This design comes from an exercise in tuning for small area, a short achievable clock period and few clock cycles per item on the open sky130 flow, not from production work. RTL that was checked went through simulation tests only; none was proved equivalent to the original. Power is estimated from default activity; no workload was simulated.

== yarrow ==
==> flow/design.v (excerpt) <==
module AuctionSearch(
  input         clock,
  input         reset,
  output        io_rewardIn_0_ready,
  input         io_rewardIn_0_valid,
  input  [7:0]  io_rewardIn_0_reward,
  input  [10:0] io_rewardIn_0_idx,
  input         io_rewardIn_0_last,
  output [10:0] io_agentIdx_0,
  input  [7:0]  io_price_0,
  output        io_rewardIn_1_ready,
  input         io_rewardIn_1_valid,
  input  [7:0]  io_rewardIn_1_reward,
  input  [10:0] io_rewardIn_1_idx,
  output [10:0] io_agentIdx_1,
  input  [7:0]  io_price_1,
  output        io_rewardIn_2_ready,
  input         io_rewardIn_2_valid,
  input  [7:0]  io_rewardIn_2_reward,
  input  [10:0] io_rewardIn_2_idx,
  output [10:0] io_agentIdx_2,
  input  [7:0]  io_price_2,
  output        io_rewardIn_3_ready,
  input         io_rewardIn_3_valid,
  input  [7:0]  io_rewardIn_3_reward,
  input  [10:0] io_rewardIn_3_idx,
  output [10:0] io_agentIdx_3,
  input  [7:0]  io_price_3,
  output        io_rewardIn_4_ready,
  input         io_rewardIn_4_valid,
  input  [7:0]  io_rewardIn_4_reward,
  input  [10:0] io_rewardIn_4_idx,
  output [10:0] io_agentIdx_4,
  input  [7:0]  io_price_4,
  output        io_rewardIn_5_ready,
  input         io_rewardIn_5_valid,
  input  [7:0]  io_rewardIn_5_reward,
  input  [10:0] io_rewardIn_5_idx,
  output [10:0] io_agentIdx_5,
  input  [7:0]  io_price_5,
  output        io_rewardIn_6_ready,
  input         io_rewardIn_6_valid,
  input  [7:0]  io_rewardIn_6_reward,
  input  [10:0] io_rewardIn_6_idx,
  output [10:0] io_agentIdx_6,
  input  [7:0]  io_price_6,
  output        io_rewardIn_7_ready,
  input         io_rewardIn_7_valid,
  input  [7:0]  io_rewardIn_7_reward,
  input  [10:0] io_rewardIn_7_idx,
  output [10:0] io_agentIdx_7,
  input  [7:0]  io_price_7,
  input         io_resultOut_ready,
  output        io_resultOut_valid,
  output [10:0] io_resultOut_winner,
  output [7:0]  io_resultOut_bid
);
==> module ProcessingElement, before the edit <==
module ProcessingElement(
  input         clock,
  input         io_valid,     
  input  [7:0]  io_rewardIn_bits_reward,
  input  [10:0] io_rewardIn_bits_idx,
  output [10:0] io_agentIdx,
  input  [7:0]  io_price,
  output [7:0]  io_ben,
  output [7:0]  io_nben,
  output [7:0]  io_reward,
  output [7:0]  io_id
);
  reg [7:0] s1_reward;
  reg [7:0] s1_idx;
  reg       s1_valid;
  always @(posedge clock) begin
    s1_reward <= io_rewardIn_bits_reward;
    s1_idx    <= io_rewardIn_bits_idx[7:0];
    s1_valid  <= io_valid;
  end
  assign io_agentIdx = io_rewardIn_bits_idx;
  Benefit8 sub (.r(s1_reward), .v(s1_valid), .p(io_price), .b(io_ben), .nb(io_nben));
  assign io_reward = s1_reward;
  assign io_id     = s1_idx;
endmodule
==> module Benefit8, before the edit <==
module Benefit8(
  input  [7:0] r,
  input        v,
  input  [7:0] p,
  output [7:0] b,
  output [7:0] nb
);
  wire [7:0] nr, g0, t0, h;
  wire [7:0] ng1, nt1, g2, t2, ng3;
  genvar k;
  generate
    for (k = 0; k < 8; k = k + 1) begin : bt
      GInv  inr (.a(r[k]), .y(nr[k]));
      GNor2  ug (.a(nr[k]), .b(p[k]), .y(g0[k]));
      GNand2 ut (.a(nr[k]), .b(p[k]), .y(t0[k]));
      GXnor2 uh (.a(r[k]), .b(p[k]), .y(h[k]));
    end
    GInv l1z (.a(t0[0]), .y(ng1[0]));
    assign nt1[0] = 1'b1;   
    for (k = 1; k < 8; k = k + 1) begin : l1
      if (k == 1) begin : c
        GAoi21 ug (.a1(t0[1]), .a2(t0[0]), .b1(g0[1]), .y(ng1[1]));
      end else begin : n
        GAoi21 ug (.a1(t0[k]), .a2(g0[k-1]), .b1(g0[k]), .y(ng1[k]));
      end
      GNand2 ut (.a(t0[k]), .b(t0[k-1]), .y(nt1[k]));
    end
    for (k = 0; k < 8; k = k + 1) begin : l2
      if (k < 2) begin : c
        GInv ug (.a(ng1[k]), .y(g2[k]));
        assign t2[k] = 1'b0;   
      end else begin : n
        GOai21 ug (.a1(nt1[k]), .a2(ng1[k-2]), .b1(ng1[k]), .y(g2[k]));
        if (k >= 4) begin : t
          GNor2 ut (.a(nt1[k]), .b(nt1[k-2]), .y(t2[k]));
        end else begin : nt
          assign t2[k] = 1'b0;   
        end
      end
    end
    for (k = 0; k < 8; k = k + 1) begin : l3
      if (k < 4) begin : c
        GInv ug (.a(g2[k]), .y(ng3[k]));
      end else begin : n
        GAoi21 ug (.a1(t2[k]), .a2(g2[k-4]), .b1(g2[k]), .y(ng3[k]));
      end
    end
  endgenerate
  wire nv, pos, pos2;
  GInv  iv (.a(v), .y(nv));
  GNor2 up (.a(ng3[7]), .b(nv), .y(pos));
  GNor2 uq (.a(ng3[7]), .b(nv), .y(pos2));
  wire [7:0] d;
  GInv  d0 (.a(h[0]), .y(d[0]));
  generate
    for (k = 1; k < 8; k = k + 1) begin : s
      GXnor2 ux (.a(h[k]), .b(ng3[k-1]), .y(d[k]));
    end
    for (k = 0; k < 8; k = k + 1) begin : m
      GAnd2  ub (.a(d[k]), .b(pos), .y(b[k]));
      GNand2 un (.a(d[k]), .b(pos2), .y(nb[k]));
    end
  endgenerate
endmodule
clock: 4.0 ns
lec_check: 0
cap_margin: 20
core_margin: 2
core_utilization: 40
gpl_timing_driven: 0
place_density: 0.6
setup_slack_margin: 0.1
slew_margin: 20
synth_hierarchical: 1
tns_end_percent: 50
standard.sh (not shown) runs the stock make flow with config.mk's settings and CLKGATE_MAP_FILE= SYNTH_SCRIPT=/design/flow/synth_recipe.tcl, a recipe that flattens the netlist after the stock synthesis.
==> flow/flow/run.sh <==
#!/bin/bash
# The standard layout (standard.sh), with two changes:
# - plain buf_2 buffers on the ports instead of the flow's default choice (a
#   delay cell); every port still gets its own buffer;
# - after synthesis, every combinational cell is set to the smallest drive of
#   its kind (flow/downsize.tcl); the flow's resizing sizes up what timing needs.
# Each tool's full output goes to a log of its own here; ORFS's per-step logs
# are under orfs/logs/.
set -euo pipefail
export BUFFER_PORTS_ARGS="-buffer_cell sky130_fd_sc_hd__buf_2"
bash standard.sh synth > standard_synth.log 2>&1
export SYNTH_ODB=orfs/results/${FLOW_PLATFORM}/AuctionSearch/base/1_synth.odb
openroad -no_init -exit flow/downsize.tcl > downsize.log 2>&1
touch orfs/results/${FLOW_PLATFORM}/AuctionSearch/base/1_synth.sdc
bash standard.sh > standard.log 2>&1
==> flow/flow/downsize.tcl <==
# Set every combinational cell of the synthesized netlist to the smallest
# drive of its kind (same function and footprint); placement's and timing
# repair's resizing then sizes up what the timing needs. Registers, tie cells
# and delay cells are left as synthesis made them.
read_db $::env(SYNTH_ODB)
set db [ord::get_db]
set block [ord::get_db_block]
set swapped 0
set saved 0.0
foreach inst [$block getInsts] {
  set m [$inst getMaster]
  set name [$m getName]
  if {![regexp {^(sky130_fd_sc_hd__([a-z0-9]+))_([0-9]+)$} $name -> base kind n]} { continue }
  if {[regexp {^(df|edf|sdf|dl|conb|tap|fill|decap|clkdly|dlygate|dlymetal|probe|lpflow|ebuf|einv)} $kind]} { continue }
  set best $m
  foreach s {0 1 2} {
    set c [$db findMaster ${base}_$s]
    if {$c ne "NULL" && [$c getWidth] < [$best getWidth]} { set best $c }
  }
  if {$best ne $m} {
    set saved [expr {$saved + ([$m getWidth] - [$best getWidth]) * [$m getHeight] / 1e6}]
    $inst swapMaster $best
    incr swapped
  }
}
puts "downsize: swapped $swapped cells, [format %.1f $saved] um2 less"
write_db $::env(SYNTH_ODB)
Testbench counts of yarrow, summed over its fixed seeds: cycles 31,933, rounds 5,813.
diff inputs: yarrow => xenon
--- a/flow/design.v
+++ b/flow/design.v
@@ -17,9 +17,9 @@
     s1_reward <= io_rewardIn_bits_reward;
     s1_idx    <= io_rewardIn_bits_idx[7:0];
     s1_valid  <= io_valid;
   end
-  assign io_agentIdx = io_rewardIn_bits_idx;
+  assign io_agentIdx = {3'd0, io_rewardIn_bits_idx[7:0]};
   Benefit8 sub (.r(s1_reward), .v(s1_valid), .p(io_price), .b(io_ben), .nb(io_nben));
   assign io_reward = s1_reward;
   assign io_id     = s1_idx;
 endmodule
@@ -70,21 +70,20 @@
         GAoi21 ug (.a1(t2[k]), .a2(g2[k-4]), .b1(g2[k]), .y(ng3[k]));
       end
     end
   endgenerate
-  wire nv, pos, pos2;
+  wire nv, pos;
   GInv  iv (.a(v), .y(nv));
   GNor2 up (.a(ng3[7]), .b(nv), .y(pos));
-  GNor2 uq (.a(ng3[7]), .b(nv), .y(pos2));
   wire [7:0] d;
   GInv  d0 (.a(h[0]), .y(d[0]));
   generate
     for (k = 1; k < 8; k = k + 1) begin : s
       GXnor2 ux (.a(h[k]), .b(ng3[k-1]), .y(d[k]));
     end
     for (k = 0; k < 8; k = k + 1) begin : m
       GAnd2  ub (.a(d[k]), .b(pos), .y(b[k]));
-      GNand2 un (.a(d[k]), .b(pos2), .y(nb[k]));
+      GNand2 un (.a(d[k]), .b(pos), .y(nb[k]));
     end
   endgenerate
 endmodule
 module Ge8G(
## What came out
Taking yarrow as the reference point, the iteration count of the initial detailed-routing pass of xenon falls by 1.
The power density over cell area on xenon is in line with that on yarrow.
xenon vs yarrow, startpoint of the worst setup timing path: search.accBest[0] vs search.accSecond[5]
Cell area reported after detailed placement in xenon is 0.31% lower than in yarrow
Delta(slack of the critical path, xenon - yarrow) < 0
The wire length of xenon exceeds that of yarrow by 0.50%.
Testbench counts of xenon, summed over its fixed seeds: cycles 31,933, rounds 5,813.

========
== the reference run ==
Another version of the RTL of AuctionSearch (not shown whole).
For scale: ~16000 sq um of cells after synthesis.
==> module Sel9, before the edit <==
module Sel9(
  input  [71:0] v,
  input  [8:0]  s,
  output reg [7:0] y
);
  integer i;
  always @* begin
    y = 8'd0;
    for (i = 0; i < 9; i = i + 1)
      y = y | ({8{s[i]}} & v[8*i +: 8]);
  end
endmodule
clock: 4.0 ns
lec_check: 0
cap_margin: 20
core_margin: 2
core_utilization: 40
gpl_timing_driven: 0
place_density: 0.6
setup_slack_margin: 0.1
slew_margin: 20
synth_hierarchical: 1
tns_end_percent: 10
Scripts as last shown in full above: flow/flow/run.sh, flow/flow/downsize.tcl
[the reference run] flow finished | final checks: failed | reasons: setup timing
> inputs changed (the reference run -> the trial run)
-- flow/design.v --
<<< the reference run, line 163
module GNand4(input a, input b, input c, input d, output y); assign y = ~(a & b & c & d); endmodule
module GMux2(input a, input b, input s, output y); assign y = s ? b : a; endmodule
module GXor2(input a, input b, output y); assign y = a ^ b; endmodule
module GXnor2(input a, input b, output y); assign y = ~(a ^ b); endmodule
>>> the trial run, line 163
module GNand4(input a, input b, input c, input d, output y); assign y = ~(a & b & c & d); endmodule
module GMux2(input a, input b, input s, output y); assign y = s ? b : a; endmodule
module GOr3(input a, input b, input c, output y); assign y = a | b | c; endmodule
module GXor2(input a, input b, output y); assign y = a ^ b; endmodule
module GXnor2(input a, input b, output y); assign y = ~(a ^ b); endmodule
<<< the reference run, line 206
  input  [71:0] v,
  input  [8:0]  s,
  output reg [7:0] y
);
  integer i;
  always @* begin
    y = 8'd0;
    for (i = 0; i < 9; i = i + 1)
      y = y | ({8{s[i]}} & v[8*i +: 8]);
  end
endmodule
module Max8(input [7:0] a, input [7:0] b, output [7:0] y, output ge);
>>> the trial run, line 207
  input  [71:0] v,
  input  [8:0]  s,
  output [7:0]  y
);
  genvar b, i;
  generate
    for (b = 0; b < 8; b = b + 1) begin : bsl
      wire [8:0] t;
      wire p0, p1, p2;
      for (i = 0; i < 9; i = i + 1) begin : term
        GNand2 u (.a(s[i]), .b(v[8*i+b]), .y(t[i]));
      end
      GNand3 o0 (.a(t[0]), .b(t[1]), .c(t[2]), .y(p0));
      GNand3 o1 (.a(t[3]), .b(t[4]), .c(t[5]), .y(p1));
      GNand3 o2 (.a(t[6]), .b(t[7]), .c(t[8]), .y(p2));
      GOr3   o3 (.a(p0), .b(p1), .c(p2), .y(y[b]));
    end
  endgenerate
endmodule
module Max8(input [7:0] a, input [7:0] b, output [7:0] y, output ge);
## What came out
Looking at the reports, the trial run completed the entire flow and the layout it produced met the timing, design-rule and antenna checks.
Compared with the reference run, in the trial run cell count after placement now sits higher; global-route usage over all layers fell 0.41 points; power share of the sequential group up 0.4 points; overall power of the completed layout now sits lower.
The final design area excluding fillers in the trial run was lower than what the reference run gave.
Diff the reference run -> the trial run: number of detailed-routing iterations run before antenna repair climbed 1, worst path setup slack after routing increased 0.15 ns, internal portion of total power decreased 2.7%, sequential share of layout area held steady.
Function was not checked in any run of this note: the RTL went through the layout flow alone.

========
== main ==
AuctionSearch, a different RTL version from the one above (not shown whole).
For scale: roughly 2900 cells after synthesis, roughly 16000 sq um of cells after synthesis.
==> module Sel9n, before the edit <==
module Sel9n(
  input  [71:0] v,
  input  [8:0]  s,
  output [7:0]  ny
);
  genvar b, i;
  generate
    for (b = 0; b < 8; b = b + 1) begin : bsl
      wire [8:0] t;
      wire p0, p1, p2;
      for (i = 0; i < 9; i = i + 1) begin : term
        GNand2 u (.a(s[i]), .b(v[8*i+b]), .y(t[i]));
      end
      GNand3 o0 (.a(t[0]), .b(t[1]), .c(t[2]), .y(p0));
      GNand3 o1 (.a(t[3]), .b(t[4]), .c(t[5]), .y(p1));
      GNand3 o2 (.a(t[6]), .b(t[7]), .c(t[8]), .y(p2));
      GNor3  o3 (.a(p0), .b(p1), .c(p2), .y(ny[b]));
    end
  endgenerate
endmodule
==> module SearchTask, before the edit <==
module SearchTask(
  input         clock,
  input         reset,
  input         io_inValid,
  input         io_inLast,
  output        io_inReady,
  output        io_fire,
  input  [63:0] io_ben,
  input  [63:0] io_nben,
  input  [63:0] io_reward,
  input  [63:0] io_id,
  input         io_resultOut_ready,
  output        io_resultOut_valid,
  output [10:0] io_resultOut_bits_winner,
  output [7:0]  io_resultOut_bits_bid
);
  reg       s_valid;    
  reg       s_last;     
  reg       act;        
  reg       done;       
  reg [7:0] accBestN;
  reg [7:0] accSecond1;   
  reg [7:0] accSecond2N;
  reg [7:0] accIdN;
  reg [7:0] accRewardN;
  wire [7:0] accBest, accSecond2, accId, accReward;
  Inv8 ib (.a(accBestN),    .y(accBest));
  Inv8 is (.a(accSecond2N), .y(accSecond2));
  Inv8 ii (.a(accIdN),      .y(accId));
  Inv8 ir (.a(accRewardN),  .y(accReward));
  wire busy = (done & ~io_resultOut_ready) | (s_valid & s_last);
  assign io_inReady = ~busy;
  assign io_fire = io_inValid & ~busy;
  wire part = act | ~s_valid;
  wire [7:0] accSecond;
  wire       second1;
  Max8 ms2 (.a(accSecond1), .b(accSecond2), .y(accSecond), .ge(second1));
  wire [7:0] nb [0:7];
  wire [7:0] yA;    
  genvar i, j;
  generate
    for (i = 0; i < 8; i = i + 1) begin : row
      for (j = i + 1; j < 8; j = j + 1) begin : col
        wire y, ny;
        if ((i + j) % 2 == 0) begin : fwd
          Ge8G c (.a(io_ben[8*i +: 8]), .nb(io_nben[8*j +: 8]), .y(y));
          GInv inv (.a(y), .y(ny));
          assign nb[j][i]   = ny;
          assign nb[i][j-1] = y;
        end else begin : rev
          Gt8G c (.a(io_ben[8*j +: 8]), .nb(io_nben[8*i +: 8]), .y(y));
          GInv inv (.a(y), .y(ny));
          assign nb[i][j-1] = ny;
          assign nb[j][i]   = y;
        end
      end
      Ge8G ca (.a(accBest), .nb(io_nben[8*i +: 8]), .y(yA[i]));
      GNand2 na (.a(yA[i]), .b(part), .y(nb[i][7]));
    end
  endgenerate
  wire [7:0] wB, wI, wR, sL;
  wire       wAB, wAI, wAR, sA;
  generate
    for (i = 0; i < 8; i = i + 1) begin : rk
      Win8 w (.nb(nb[i]), .y0(wB[i]), .y1(wI[i]), .y2(wR[i]));
      One8 s (.nb(nb[i]), .y(sL[i]));
    end
  endgenerate
  All8e wa (.v(yA), .en(part), .y0(wAB), .y1(wAI), .y2(wAR));
  One8e sa (.nb(yA), .en(part), .y(sA));
  wire [7:0] nBestN, nNextN, nIdN, nRewardN;
  Sel9n mb (.v({io_ben, accBest}),      .s({wB, wAB}), .ny(nBestN));
  Sel9n ms (.v({io_ben, accBest}),      .s({sL, sA}),  .ny(nNextN));
  Sel9n mi (.v({io_id, accId}),         .s({wI, wAI}), .ny(nIdN));
  Sel9n mr (.v({io_reward, accReward}), .s({wR, wAR}), .ny(nRewardN));
  always @(posedge clock) begin
    if (reset) begin
      s_valid <= 1'b0;
      act     <= 1'b0;
      done    <= 1'b0;
    end else begin
      s_valid <= io_fire;
      if (s_valid) begin
        act  <= ~s_last;
        done <= s_last;
      end else if (io_resultOut_ready) begin
        done <= 1'b0;
      end
    end
    s_last     <= io_inLast;
    accBestN    <= nBestN;
    accSecond1  <= accSecond & {8{wAB}};
    accSecond2N <= nNextN;
    accIdN      <= nIdN;
    accRewardN  <= nRewardN;
  end
  assign io_resultOut_valid       = done;
  assign io_resultOut_bits_winner = {3'd0, accId};
  BidCalc2 bc (.best(accBest), .second1(accSecond1), .second2(accSecond2), .first(second1),
               .reward(accReward), .bid(io_resultOut_bits_bid));
endmodule
Settings: LEC_CHECK=0, CAP_MARGIN=20, CORE_MARGIN=2, CORE_UTILIZATION=40, GPL_TIMING_DRIVEN=0, PLACE_DENSITY=0.6, SETUP_SLACK_MARGIN=0.1, SLEW_MARGIN=20, SYNTH_HIERARCHICAL=1, TNS_END_PERCENT=10; clock period 4.0 ns.
==> flow/flow/run.sh <==
#!/bin/bash
# The standard layout (standard.sh), with two changes:
# - plain buf_1 buffers on the ports instead of the flow's default choice (a
#   delay cell); every port still gets its own buffer;
# - after synthesis, every combinational cell is set to the smallest drive of
#   its kind (flow/downsize.tcl); the flow's resizing sizes up what timing needs.
# Each tool's full output goes to a log of its own here; ORFS's per-step logs
# are under orfs/logs/.
set -euo pipefail
export BUFFER_PORTS_ARGS="-buffer_cell sky130_fd_sc_hd__buf_1"
bash standard.sh synth > standard_synth.log 2>&1
export SYNTH_ODB=orfs/results/${FLOW_PLATFORM}/AuctionSearch/base/1_synth.odb
openroad -no_init -exit flow/downsize.tcl > downsize.log 2>&1
touch orfs/results/${FLOW_PLATFORM}/AuctionSearch/base/1_synth.sdc
bash standard.sh > standard.log 2>&1
Scripts as last shown in full above: flow/flow/downsize.tcl
main closes out successfully: all stages finished, all timing, DRC and antenna checks passed.
Testbench counts of main, summed over its fixed seeds: cycles 31,933, rounds 5,813.
### main -> the feature branch
==> flow/design.v, changed modules only <==
module Sel9(
  input  [71:0] v,
  input  [8:0]  s,
  output [7:0]  y
);
  genvar b, i;
  generate
    for (b = 0; b < 8; b = b + 1) begin : bsl
      wire [8:0] t;
      wire p0, p1, p2;
      for (i = 0; i < 9; i = i + 1) begin : term
        GNand2 u (.a(s[i]), .b(v[8*i+b]), .y(t[i]));
      end
      GNand3 o0 (.a(t[0]), .b(t[1]), .c(t[2]), .y(p0));
      GNand3 o1 (.a(t[3]), .b(t[4]), .c(t[5]), .y(p1));
      GNand3 o2 (.a(t[6]), .b(t[7]), .c(t[8]), .y(p2));
      GOr3   o3 (.a(p0), .b(p1), .c(p2), .y(y[b]));
    end
  endgenerate
endmodule
module SearchTask(
  input         clock,
  input         reset,
  input         io_inValid,
  input         io_inLast,
  output        io_inReady,
  output        io_fire,
  input  [63:0] io_ben,
  input  [63:0] io_nben,
  input  [63:0] io_reward,
  input  [63:0] io_id,
  input         io_resultOut_ready,
  output        io_resultOut_valid,
  output [10:0] io_resultOut_bits_winner,
  output [7:0]  io_resultOut_bits_bid
);
  reg       s_valid;    
  reg       s_last;     
  reg       act;        
  reg       done;       
  reg [7:0] accBest;
  reg [7:0] accSecond1;   
  reg [7:0] accSecond2;
  reg [7:0] accId;
  reg [7:0] accReward;
  wire busy = (done & ~io_resultOut_ready) | (s_valid & s_last);
  assign io_inReady = ~busy;
  assign io_fire = io_inValid & ~busy;
  wire part = act | ~s_valid;
  wire [7:0] accSecond;
  wire       second1;
  Max8 ms2 (.a(accSecond1), .b(accSecond2), .y(accSecond), .ge(second1));
  wire [7:0] nb [0:7];
  wire [7:0] yA;    
  genvar i, j;
  generate
    for (i = 0; i < 8; i = i + 1) begin : row
      for (j = i + 1; j < 8; j = j + 1) begin : col
        wire y, ny;
        if ((i + j) % 2 == 0) begin : fwd
          Ge8G c (.a(io_ben[8*i +: 8]), .nb(io_nben[8*j +: 8]), .y(y));
          GInv inv (.a(y), .y(ny));
          assign nb[j][i]   = ny;
          assign nb[i][j-1] = y;
        end else begin : rev
          Gt8G c (.a(io_ben[8*j +: 8]), .nb(io_nben[8*i +: 8]), .y(y));
          GInv inv (.a(y), .y(ny));
          assign nb[i][j-1] = ny;
          assign nb[j][i]   = y;
        end
      end
      Ge8G ca (.a(accBest), .nb(io_nben[8*i +: 8]), .y(yA[i]));
      GNand2 na (.a(yA[i]), .b(part), .y(nb[i][7]));
    end
  endgenerate
  wire [7:0] wB, wI, wR, sL;
  wire       wAB, wAI, wAR, sA;
  generate
    for (i = 0; i < 8; i = i + 1) begin : rk
      Win8 w (.nb(nb[i]), .y0(wB[i]), .y1(wI[i]), .y2(wR[i]));
      One8 s (.nb(nb[i]), .y(sL[i]));
    end
  endgenerate
  All8e wa (.v(yA), .en(part), .y0(wAB), .y1(wAI), .y2(wAR));
  One8e sa (.nb(yA), .en(part), .y(sA));
  wire [7:0] nBest, nNext, nId, nReward;
  Sel9 mb (.v({io_ben, accBest}),      .s({wB, wAB}), .y(nBest));
  Sel9 ms (.v({io_ben, accBest}),      .s({sL, sA}),  .y(nNext));
  Sel9 mi (.v({io_id, accId}),         .s({wI, wAI}), .y(nId));
  Sel9 mr (.v({io_reward, accReward}), .s({wR, wAR}), .y(nReward));
  always @(posedge clock) begin
    if (reset) begin
      s_valid <= 1'b0;
      act     <= 1'b0;
      done    <= 1'b0;
    end else begin
      s_valid <= io_fire;
      if (s_valid) begin
        act  <= ~s_last;
        done <= s_last;
      end else if (io_resultOut_ready) begin
        done <= 1'b0;
      end
    end
    s_last     <= io_inLast;
    accBest    <= nBest;
    accSecond1 <= accSecond & {8{wAB}};
    accSecond2 <= nNext;
    accId      <= nId;
    accReward  <= nReward;
  end
  assign io_resultOut_valid       = done;
  assign io_resultOut_bits_winner = {3'd0, accId};
  BidCalc2 bc (.best(accBest), .second1(accSecond1), .second2(accSecond2), .first(second1),
               .reward(accReward), .bid(io_resultOut_bits_bid));
endmodule
// module Sel9n removed
[summary]
CTS clock-pin slew for the worst setup and hold paths: the feature branch vs main — no meaningful difference
Delta (the feature branch minus main): die area lost 210 sq um; growth of design area from synthesis to finish +5.4 points.
Of the two values seen for timing startpoint of the critical path, io_price_3[3] was produced by the feature branch and search.accBestN[3] by main.
The feature branch vs. main: via density per instance -0.88%, non-clock buffer count +about 4%, weighted congestion at the end of routability-driven global placement -about 2.3%, flip-flop and latch share of the layout cell area -0.51 points, post-synthesis cell area -about 0.5%.
The run with more routed wire is main, not the feature branch.
Critical path depth, main and the feature branch, lower one = main.
Looking at power share of the combinational group across main and the feature branch, the one that comes out lower is main.
[compare] base=main new=the feature branch: post-CTS resize count climbed 23; fmax neither gained nor lost much.
Testbench counts of the feature branch, summed over its fixed seeds: cycles 31,933, rounds 5,813.

[static timing again, ports no longer ideal]
How much do the figures lean on ideal ports? The routed layouts below were timed once more, with nothing changed but the port constraints. Step 1 assumes that a clkbuf_16 drives the clock port and a buf_2 every other input. Step 2 times the ports against the registers' clock, not the clock port: input delays grow and output delays shrink by t, the midpoint of the rising clock arrivals with the driver on. Three values: ideal, step 1, step 2; two values: the first two.
run | t (ns) | setup WS [ns] | hold slack, ns | worst setup path at the end | cell pins on the clock port's net
yarrow | 0.521 | 0.125 / 0.064 / -0.274 | 0.427 / 0.389 / 0.458 | input to register | 1
xenon | 0.533 | 0.110 / 0.050 / -0.305 | 0.427 / 0.390 / 0.439 | input to register | 1
the reference run | 0.528 | -0.055 / -0.037 / -0.565 | 0.413 / 0.379 / 0.450 | input to register | 1
the trial run | 0.542 | 0.094 / 0.035 / -0.341 | 0.398 / 0.366 / 0.496 | input to register | 1
main | 0.544 | 0.144 / 0.096 / -0.346 | 0.380 / 0.357 / 0.488 | input to register | 1
the feature branch | 0.558 | 0.149 / 0.156 / -0.372 | 0.376 / 0.340 / 0.502 | input to register | 1
With both steps, setup timing fails in 5 of these runs, where it was met with ideal ports. For the feature branch, which loses most, drivers alone change the setup slack by +0.007 ns; drivers and shift together by -0.521 ns.
